This is an optimization exercise on Yosys and OpenROAD, whose aim is small area and a short achievable clock period, not a production implementation.
Where RTL was checked, it was by simulation tests only, not by an equivalence proof against the original.
Power is estimated from default activity; no workload was simulated.

## run 1
// arbiter_rr
module arbiter_rr #(
    parameter WIDTH = 64
)(
    input               clk,
    input               rst,
    input   [WIDTH-1:0] req,
    output  [WIDTH-1:0] grant
);
For scale: ~320 cells after synthesis, roughly 130 I/O pins, about 2500 um^2 of cells after synthesis.
==> flow/config.mk <==
export PLATFORM = sky130hd
export DESIGN_NAME = arbiter_rr
export DESIGN_NICKNAME = arbiter_rr
export VERILOG_FILES = /design/flow/design.v
export SDC_FILE = /design/flow/constraint.sdc
export NUM_CORES = 4
export LEC_CHECK = 0
export CAP_MARGIN = 20
export CORE_MARGIN = 2
export CORE_UTILIZATION = 40
export CTS_BUF_LIST = sky130_fd_sc_hd__clkbuf_2
export SETUP_SLACK_MARGIN = 0.3
export SLEW_MARGIN = 20
export SYNTH_HIERARCHICAL = 1
export SYNTH_MINIMUM_KEEP_SIZE = 0
==> flow/constraint.sdc <==
create_clock -name core_clock -period 6.5 [get_ports {clk}]
set_input_delay 1.3000 -clock core_clock [delete_from_list [all_inputs] [get_ports {clk}]]
set_output_delay 1.3000 -clock core_clock [all_outputs]
set_load 0.01 [all_outputs]
standard.sh (not shown) runs the stock make flow with config.mk's settings and CLKGATE_MAP_FILE= SYNTH_SCRIPT=/design/flow/synth_recipe.tcl, a recipe that flattens the netlist after the stock synthesis.
==> flow/flow/run.sh <==
#!/bin/bash
# The standard layout, with three changes: the port buffers are the
# smallest buffer (buf_1) instead of the default; after floorplan every
# logic cell is set to its smallest drive strength (flow/downsize.tcl);
# after placement the cells on the critical paths are sized up again
# (flow/size.tcl).
set -euo pipefail
here=$(pwd)
export BUFFER_PORTS_ARGS="-buffer_cell sky130_fd_sc_hd__buf_1"
export POST_FLOORPLAN_TCL="$here/flow/downsize.tcl"
export POST_RESIZE_TCL="$here/flow/size.tcl"
bash standard.sh > "$here/flow_standard.log" 2>&1
==> flow/flow/downsize.tcl <==
# Hook run after floorplan: set every logic cell to its smallest drive
# strength where that is smaller. Synthesis maps each gate on its own and
# picks stronger cells than the loads need; flow/size.tcl then upsizes
# the cells that timing needs, once the cells are placed.
set db [ord::get_db]
set n 0
foreach inst [[ord::get_db_block] getInsts] {
  set master [$inst getMaster]
  set name [$master getName]
  if {[regexp {^(sky130_fd_sc_hd__[a-z0-9]+)_([0-9]+)$} $name -> base size] && $size > 1} {
    set small [$db findMaster ${base}_1]
    if {$small ne "NULL"
        && [$small getWidth] * [$small getHeight] < [$master getWidth] * [$master getHeight]} {
      $inst swapMaster $small
      incr n
    }
  }
}
puts "downsize: $n cells set to drive strength 1"
==> flow/flow/size.tcl <==
# Hook run after placement and its design repair: give the drivers of the
# high-fanout nets on the request-to-grant paths a stronger cell.
set ::db [ord::get_db]
set ::block [ord::get_db_block]
proc size_driver {net_name size} {
  set net [$::block findNet $net_name]
  if {$net eq "NULL"} { puts "size: no net $net_name"; return }
  foreach iterm [$net getITerms] {
    if {[$iterm isOutputSignal]} {
      set inst [$iterm getInst]
      set name [[$inst getMaster] getName]
      regexp {^(sky130_fd_sc_hd__[a-z0-9]+)_[0-9]+$} $name -> base
      set big [$::db findMaster ${base}_$size]
      if {$big ne "NULL"} {
        $inst swapMaster $big
        puts "size: $net_name driver [$inst getName] $name -> ${base}_$size"
      }
    }
  }
}
foreach g {0 1 2 3 4 5 6 7} { size_driver nz$g 4 }
size_driver nhap 4
size_driver nanyg 4
foreach g {0 1 2 3 4 5 6 7} { size_driver a$g 2 }
The inputs of run 2 differ from those of run 1 as listed below.
# run 1
export LEC_CHECK = 0
export CAP_MARGIN = 20
export CORE_MARGIN = 2
export CORE_UTILIZATION = 40
export CTS_BUF_LIST = sky130_fd_sc_hd__clkbuf_2
export SETUP_SLACK_MARGIN = 0.3
export SLEW_MARGIN = 20
export SYNTH_HIERARCHICAL = 1
export SYNTH_MINIMUM_KEEP_SIZE = 0
create_clock -name core_clock -period 6.5 [get_ports {clk}]
# run 2
export LEC_CHECK = 0
export CAP_MARGIN = 20
export CORE_MARGIN = 2
export CORE_UTILIZATION = 40
export SETUP_SLACK_MARGIN = 0.3
export SLEW_MARGIN = 20
create_clock -name core_clock -period 6.5 [get_ports {clk}]
diff --git a/flow/flow/size.tcl b/flow/flow/size.tcl
--- a/flow/flow/size.tcl
+++ b/flow/flow/size.tcl
@@ -1,6 +1,6 @@
 # Hook run after placement and its design repair: give the drivers of the
 # high-fanout nets on the request-to-grant paths a stronger cell.
-set ::db [ord::get_db]
-set ::block [ord::get_db_block]
+set db [ord::get_db]
+set block [ord::get_db_block]
 proc size_driver {net_name size} {
   set net [$::block findNet $net_name]
@@ -22,3 +22,2 @@
 size_driver nhap 4
 size_driver nanyg 4
-foreach g {0 1 2 3 4 5 6 7} { size_driver a$g 2 }
Notes after the runs:
Status: run 2 FAILED at placement repair (3_4_place_resized) (tool error)
On net count after synthesis: run 2 sits above run 1.
Run 2 vs run 1 — final weighted congestion in routability-driven placement climbed by a few percent
Run 2 vs run 1: multiplexer fraction of the synthesized cell area up in run 2
Higher part of the Yosys area used for sequential elements among run 1 and run 2: run 1
Relative to run 2, the following input files were edited for run 3:
# run 2
export LEC_CHECK = 0
export CAP_MARGIN = 20
export CORE_MARGIN = 2
export CORE_UTILIZATION = 40
export SETUP_SLACK_MARGIN = 0.3
export SLEW_MARGIN = 20
create_clock -name core_clock -period 6.5 [get_ports {clk}]
# run 3
export LEC_CHECK = 0
export CAP_MARGIN = 20
export CORE_MARGIN = 2
export CORE_UTILIZATION = 40
export CTS_BUF_LIST = sky130_fd_sc_hd__clkbuf_2
export SETUP_SLACK_MARGIN = 0.3
export SLEW_MARGIN = 20
export SYNTH_HIERARCHICAL = 1
export SYNTH_MINIMUM_KEEP_SIZE = 0
create_clock -name core_clock -period 6.5 [get_ports {clk}]
diff --git a/flow/flow/size.tcl b/flow/flow/size.tcl
--- a/flow/flow/size.tcl
+++ b/flow/flow/size.tcl
@@ -22,2 +22,3 @@
 size_driver nhap 4
 size_driver nanyg 4
+foreach g {0 1 2 3 4 5 6 7} { size_driver a$g 2 }
Results
- Register bit total from synthesis across run 2 and run 3: no real change.
- | overall die width | lower: run 3 |
- Compared to run 2, run 3 has register area share after synthesis 1.4 points higher.
- | die height | run 3 vs run 2 | 12% lower |
- The share of synthesized area spent on multiplexers number comes out higher for run 2 vs run 3.
- Side by side, number of nets produced by synthesis turned out lower in run 3 than in run 2.
- Relative to run 2, count of cell types in the netlist decreased by 52 in run 3.
- Going from run 2 to run 3, the weighted congestion at the end of routability-driven global placement was found to have gone down by 2.3%.
- Run 3 ended with more average instance area after synthesis than run 2.
- Run 3 got as far as placement repair (3_4_place_resized), where a tool error ended the run.
- Run 2 never completed, since it errored out during placement repair (3_4_place_resized).
- Synthesized area, run 3 vs run 2: down by more than 10%
- Between run 2 and run 3, the gate count of the mapped netlist is lower for run 3.
The inputs of run 4 differ from those of run 3 as listed below.
# run 3
export LEC_CHECK = 0
export CAP_MARGIN = 20
export CORE_MARGIN = 2
export CORE_UTILIZATION = 40
export CTS_BUF_LIST = sky130_fd_sc_hd__clkbuf_2
export SETUP_SLACK_MARGIN = 0.3
export SLEW_MARGIN = 20
export SYNTH_HIERARCHICAL = 1
export SYNTH_MINIMUM_KEEP_SIZE = 0
create_clock -name core_clock -period 6.5 [get_ports {clk}]
# run 4
export LEC_CHECK = 0
export CAP_MARGIN = 20
export CORE_MARGIN = 2
export CORE_UTILIZATION = 40
export SETUP_SLACK_MARGIN = 0.3
export SLEW_MARGIN = 20
create_clock -name core_clock -period 6.5 [get_ports {clk}]
diff --git a/flow/flow/size.tcl b/flow/flow/size.tcl
--- a/flow/flow/size.tcl
+++ b/flow/flow/size.tcl
@@ -1,6 +1,6 @@
 # Hook run after placement and its design repair: give the drivers of the
 # high-fanout nets on the request-to-grant paths a stronger cell.
-set db [ord::get_db]
-set block [ord::get_db_block]
+set ::db [ord::get_db]
+set ::block [ord::get_db_block]
 proc size_driver {net_name size} {
   set net [$::block findNet $net_name]
@@ -22,3 +22,2 @@
 size_driver nhap 4
 size_driver nanyg 4
-foreach g {0 1 2 3 4 5 6 7} { size_driver a$g 2 }
Results
Run 4 completed; timing, DRC and antenna clean
What run 4 reported for unique cell type count in the Yosys netlist has to be multiplied by 0.32 to get the figure for run 3.
Going from run 3 to run 4, net count of the mapped netlist increased about 40%; synthesized cell count went up by 50%; routability-driven placement congestion ratio rose by 2.3%.
What run 4 reported for area of the mapped netlist has to be multiplied by 0.77 to get the figure for run 3.
Compared with run 3, run 4 shows a part of the Yosys area used for sequential elements that is 1.4 points lower.
Function was not checked in any run of this note: the RTL went through the layout flow alone.

---

== red ==
arbiter_rr, a different RTL version from the one above (not shown whole).
For scale: roughly 330 cells after synthesis, about 6 flip-flops, ~130 I/O pins, about 2700 um2 of cells after synthesis.
clock: 6.5 ns
lec_check: 0
cap_margin: 20
core_margin: 2
core_utilization: 40
cts_buf_list: sky130_fd_sc_hd__clkbuf_2
setup_slack_margin: 0.3
slew_margin: 20
synth_hierarchical: 1
synth_minimum_keep_size: 0
==> flow/flow/size.tcl <==
# Hook run after placement and its design repair: give the drivers of the
# high-fanout nets on the request-to-grant paths a stronger cell.
set ::db [ord::get_db]
set ::block [ord::get_db_block]
proc size_driver {net_name size} {
  set net [$::block findNet $net_name]
  if {$net eq "NULL"} { puts "size: no net $net_name"; return }
  foreach iterm [$net getITerms] {
    if {[$iterm isOutputSignal]} {
      set inst [$iterm getInst]
      set name [[$inst getMaster] getName]
      regexp {^(sky130_fd_sc_hd__[a-z0-9]+)_[0-9]+$} $name -> base
      set big [$::db findMaster ${base}_$size]
      if {$big ne "NULL"} {
        $inst swapMaster $big
        puts "size: $net_name driver [$inst getName] $name -> ${base}_$size"
      }
    }
  }
}
foreach g {0 1 2 3 4 5 6 7} {
  size_driver nz$g 4
  size_driver a$g 2
}
size_driver nhap 4
size_driver nanyg 4
size_driver rh1 2
foreach n {h12 h34 h56} { size_driver $n 2 }
Scripts as last shown in full above: flow/flow/run.sh, flow/flow/downsize.tcl
Input changes introduced in blue (baseline for comparison: red):
--- a/flow/flow/size.tcl
+++ b/flow/flow/size.tcl
@@ -28,0 +29 @@
+log_cmd repair_timing -setup -setup_margin 2.5 -sequence "sizeup,swap" -skip_last_gasp -verbose
Results
- blue — share of cells above drive strength 1 42 points higher, red as reference
- Comparing blue against red, there is no change at all in final cell count.
- Looking at relative contribution of the clock network to total power, blue sits 0.2 points below red.
- red → blue: max-slew headroom at the worst pin moved up; share of power burned in registers now smaller.
- Taking red as the reference, in blue share of cell area taken by multi-input logic gates down 3.5 points; number of ordinary inverters in the final layout flat; area occupied by multi-input gates up about 22%.

---

Setup of v21:
Another version of the RTL of arbiter_rr (not shown whole).
Size in the first run: roughly 6 flip-flops, about 130 I/O pins.
==> flow/config.mk <==
export PLATFORM = sky130hd
export DESIGN_NAME = arbiter_rr
export DESIGN_NICKNAME = arbiter_rr
export VERILOG_FILES = /design/flow/design.v
export SDC_FILE = /design/flow/constraint.sdc
export NUM_CORES = 4
export LEC_CHECK = 0
export CAP_MARGIN = 20
export CORE_MARGIN = 2
export CORE_UTILIZATION = 60
export CTS_BUF_LIST = sky130_fd_sc_hd__clkbuf_2
export SETUP_SLACK_MARGIN = 0.3
export SLEW_MARGIN = 20
export SYNTH_HIERARCHICAL = 1
export SYNTH_MINIMUM_KEEP_SIZE = 0
==> flow/constraint.sdc <==
create_clock -name core_clock -period 6.5 [get_ports {clk}]
set_input_delay 1.3000 -clock core_clock [delete_from_list [all_inputs] [get_ports {clk}]]
set_output_delay 1.3000 -clock core_clock [all_outputs]
set_load 0.01 [all_outputs]
==> flow/flow/size.tcl <==
# Hook run after placement and its design repair: give the drivers of the
# high-fanout nets on the request-to-grant paths a stronger cell.
set ::db [ord::get_db]
set ::block [ord::get_db_block]
proc size_driver {net_name size} {
  set net [$::block findNet $net_name]
  if {$net eq "NULL"} { puts "size: no net $net_name"; return }
  foreach iterm [$net getITerms] {
    if {[$iterm isOutputSignal]} {
      set inst [$iterm getInst]
      set name [[$inst getMaster] getName]
      regexp {^(sky130_fd_sc_hd__[a-z0-9]+)_[0-9]+$} $name -> base
      set big [$::db findMaster ${base}_$size]
      if {$big ne "NULL"} {
        $inst swapMaster $big
        puts "size: $net_name driver [$inst getName] $name -> ${base}_$size"
      }
    }
  }
}
foreach g {0 1 2 3 4 5 6 7} {
  size_driver nz$g 4
  size_driver a$g 2
}
size_driver nhap 4
size_driver nanyg 4
size_driver sp1 2
foreach n {h12 h34 h56} { size_driver $n 2 }
foreach n {sp2 sp3 sp4 sp5 sp6 sp7} { size_driver $n 4 }
foreach n {m12 m34 m56} { size_driver $n 2 }
foreach g {0 1 2 3 4 5 6 7} { size_driver eqm$g 2 }
foreach n {kr0 kr1 kr2} { size_driver $n 4 }
# the flip-flops of the pointer row bits drive the row decode
foreach inst [$::block getInsts] {
  if {[regexp {^nk\\?\[[345]\\?\]\$_DFF} [$inst getName]]} {
    set name [[$inst getMaster] getName]
    regexp {^(sky130_fd_sc_hd__[a-z0-9]+)_[0-9]+$} $name -> base
    $inst swapMaster [$::db findMaster ${base}_4]
    puts "size: [$inst getName] $name -> ${base}_4"
  }
}
Scripts as last shown in full above: flow/flow/run.sh, flow/flow/downsize.tcl
No stage failed in v21, and the final checks on the layout all came back clean.
Relative to v21, the following input files were edited for v2:
# v21
export LEC_CHECK = 0
export CAP_MARGIN = 20
export CORE_MARGIN = 2
export CORE_UTILIZATION = 60
export CTS_BUF_LIST = sky130_fd_sc_hd__clkbuf_2
export SETUP_SLACK_MARGIN = 0.3
export SLEW_MARGIN = 20
export SYNTH_HIERARCHICAL = 1
export SYNTH_MINIMUM_KEEP_SIZE = 0
create_clock -name core_clock -period 6.5 [get_ports {clk}]
# v2
export LEC_CHECK = 0
export CAP_MARGIN = 20
export CORE_MARGIN = 2
export CORE_UTILIZATION = 40
export CTS_BUF_LIST = sky130_fd_sc_hd__clkbuf_2
export SETUP_SLACK_MARGIN = 0.3
export SLEW_MARGIN = 20
export SYNTH_HIERARCHICAL = 1
export SYNTH_MINIMUM_KEEP_SIZE = 0
create_clock -name core_clock -period 6.5 [get_ports {clk}]
diff --git a/flow/flow/size.tcl b/flow/flow/size.tcl
--- a/flow/flow/size.tcl
+++ b/flow/flow/size.tcl
@@ -22,3 +22,3 @@
   size_driver nz$g 4
-  size_driver a$g 2
+
 }
@@ -26,6 +26,3 @@
 size_driver nanyg 4
-size_driver sp1 2
 foreach n {h12 h34 h56} { size_driver $n 2 }
-foreach n {sp2 sp3 sp4 sp5 sp6 sp7} { size_driver $n 4 }
-foreach n {m12 m34 m56} { size_driver $n 2 }
 foreach g {0 1 2 3 4 5 6 7} { size_driver eqm$g 2 }
==> summary.txt <==
Global-route met1 utilization, v21 and v2: larger value in v21
[compare] base=v21 new=v2: number of buffer and inverter stages on the critical path closely matched the old numbers; post-detailed-placement cell area decreased by about 1.9% relative to the old numbers; sequential share of layout area closely matched the old numbers; total power decreased by 5.6% relative to the old numbers.
As of v2, first-pass GRT wire length had risen by a few percent compared to v21.
Diff v21 -> v2: number of buffers outside the clock class in the layout has remained practically unchanged; remaining max-slew budget at the tightest pin has decreased.
Measured against each other, v21 and v2 differ in switching part of the total power, the lower figure coming from v21.
Compared with v21, v2 ends up with less cell area.
For post-route non-filler standard cell count, dividing the value from v2 by the value from v21 gives 1.05.
Edits applied to the flow inputs when going from v2 to v6:
diff --git a/flow/flow/size.tcl b/flow/flow/size.tcl
--- a/flow/flow/size.tcl
+++ b/flow/flow/size.tcl
@@ -22,3 +22,3 @@
   size_driver nz$g 4
-
+  size_driver a$g 2
 }
@@ -26,3 +26,6 @@
 size_driver nanyg 4
+size_driver sp1 2
 foreach n {h12 h34 h56} { size_driver $n 2 }
+foreach n {sp2 sp3 sp4 sp5 sp6 sp7} { size_driver $n 4 }
+foreach n {m12 m34 m56} { size_driver $n 2 }
 foreach g {0 1 2 3 4 5 6 7} { size_driver eqm$g 2 }
==> summary.txt <==
- Per the comparison of v6 with v2, combinational share of power rose by 0.7 points, sequential share of power fell by 0.7 points, final instance area rose by 3.1%, final period utilization fell by 0.80 points.
- v6 has more setup slack than v2.
Setup changes, v6 to v7
diff --git a/flow/flow/size.tcl b/flow/flow/size.tcl
--- a/flow/flow/size.tcl
+++ b/flow/flow/size.tcl
@@ -22,3 +22,3 @@
   size_driver nz$g 4
-  size_driver a$g 2
+
 }
@@ -30,12 +30 @@
 foreach n {m12 m34 m56} { size_driver $n 2 }
-foreach g {0 1 2 3 4 5 6 7} { size_driver eqm$g 2 }
-foreach n {kr0 kr1 kr2} { size_driver $n 4 }
-# the flip-flops of the pointer row bits drive the row decode
-foreach inst [$::block getInsts] {
-  if {[regexp {^nk\\?\[[345]\\?\]\$_DFF} [$inst getName]]} {
-    set name [[$inst getMaster] getName]
-    regexp {^(sky130_fd_sc_hd__[a-z0-9]+)_[0-9]+$} $name -> base
-    $inst swapMaster [$::db findMaster ${base}_4]
-    puts "size: [$inst getName] $name -> ${base}_4"
-  }
-}
==> comparison <==
- In the tables for v7 and v6, post-route standard cell area excluding fillers reads higher with v6.
- Delta (v7 minus v6): minimum clock period climbed 0.17 ns, net switching power of the design decreased 0.51%, max-slew headroom at the worst pin dropped 0.54 points, post-route fraction of the period consumed by the critical path went up 2.6 points, area growth from synthesis to layout -3.4 points.
- There was hardly any difference in die width between v6 and v7.
- Utilization v6 -> v7: down
- Compared to v6, v7 shows a narrower setup margin.
- Vias: v7 below v6
- v7 gives more global-route wire length before repair than v6 did.
Here is what was changed in the inputs of v18 compared with v7.
diff --git a/flow/flow/size.tcl b/flow/flow/size.tcl
--- a/flow/flow/size.tcl
+++ b/flow/flow/size.tcl
@@ -30 +30,12 @@
 foreach n {m12 m34 m56} { size_driver $n 2 }
+foreach g {0 1 2 3 4 5 6 7} { size_driver eqm$g 2 }
+foreach n {kr0 kr1 kr2} { size_driver $n 4 }
+# the flip-flops of the pointer row bits drive the row decode
+foreach inst [$::block getInsts] {
+  if {[regexp {^nk\\?\[[345]\\?\]\$_DFF} [$inst getName]]} {
+    set name [[$inst getMaster] getName]
+    regexp {^(sky130_fd_sc_hd__[a-z0-9]+)_[0-9]+$} $name -> base
+    $inst swapMaster [$::db findMaster ${base}_4]
+    puts "size: [$inst getName] $name -> ${base}_4"
+  }
+}
### Flow results
In summary, v7 completed successfully, with a layout that passed the timing, DRC and antenna checks.
v18 went all the way through the flow, and no timing, DRC or antenna check failed.
The layout overhead on the synthesized area of v18 exceeds that of v7 by 1.6 points.
Summary of v18 over v7: critical path depth went up by 1, post-route clock period utilization down 2.3 points, total power up 24 uW.
The clock slew seen by the registers of the worst setup and hold paths on v7 is in line with that on v18.
The routed wire length on met3 in v18 sits about 8% above the value recorded for v7.

[what the ideal ports hide]
The flow's constraints put no driver on any port. The routed layouts listed below were extracted and timed again, unchanged, in two steps.
Step 1 assumes that a clkbuf_16 drives the clock port and a buf_2 every other input.
Step 2 times the ports against the registers' clock, not the clock port: input delays grow and output delays shrink by t, the midpoint of the rising clock arrivals with the driver on.
Three values: ideal ports, drivers, drivers and shift; two values: the first two.
run | t, ns | slack for setup (ns) | cell pins on the clock port's net
run 1 | 0.232 | 1.649 / 1.627 / 1.627 | 1
run 4 | 0.240 | 0.551 / 0.527 / 0.527 | 1
red | 0.230 | 1.830 / 1.809 / 1.809 | 1
blue | 0.241 | 2.126 / 2.103 / 2.103 | 1
v21 | 0.279 | 1.861 / 1.841 / 1.841 | 1
v2 | 0.243 | 1.820 / 1.798 / 1.798 | 1
v6 | 0.246 | 1.873 / 1.852 / 1.852 | 1
v7 | 0.238 | 1.702 / 1.681 / 1.834 | 1
v18 | 0.244 | 1.849 / 1.825 / 1.825 | 1
After both steps setup and hold are still met in every run listed.
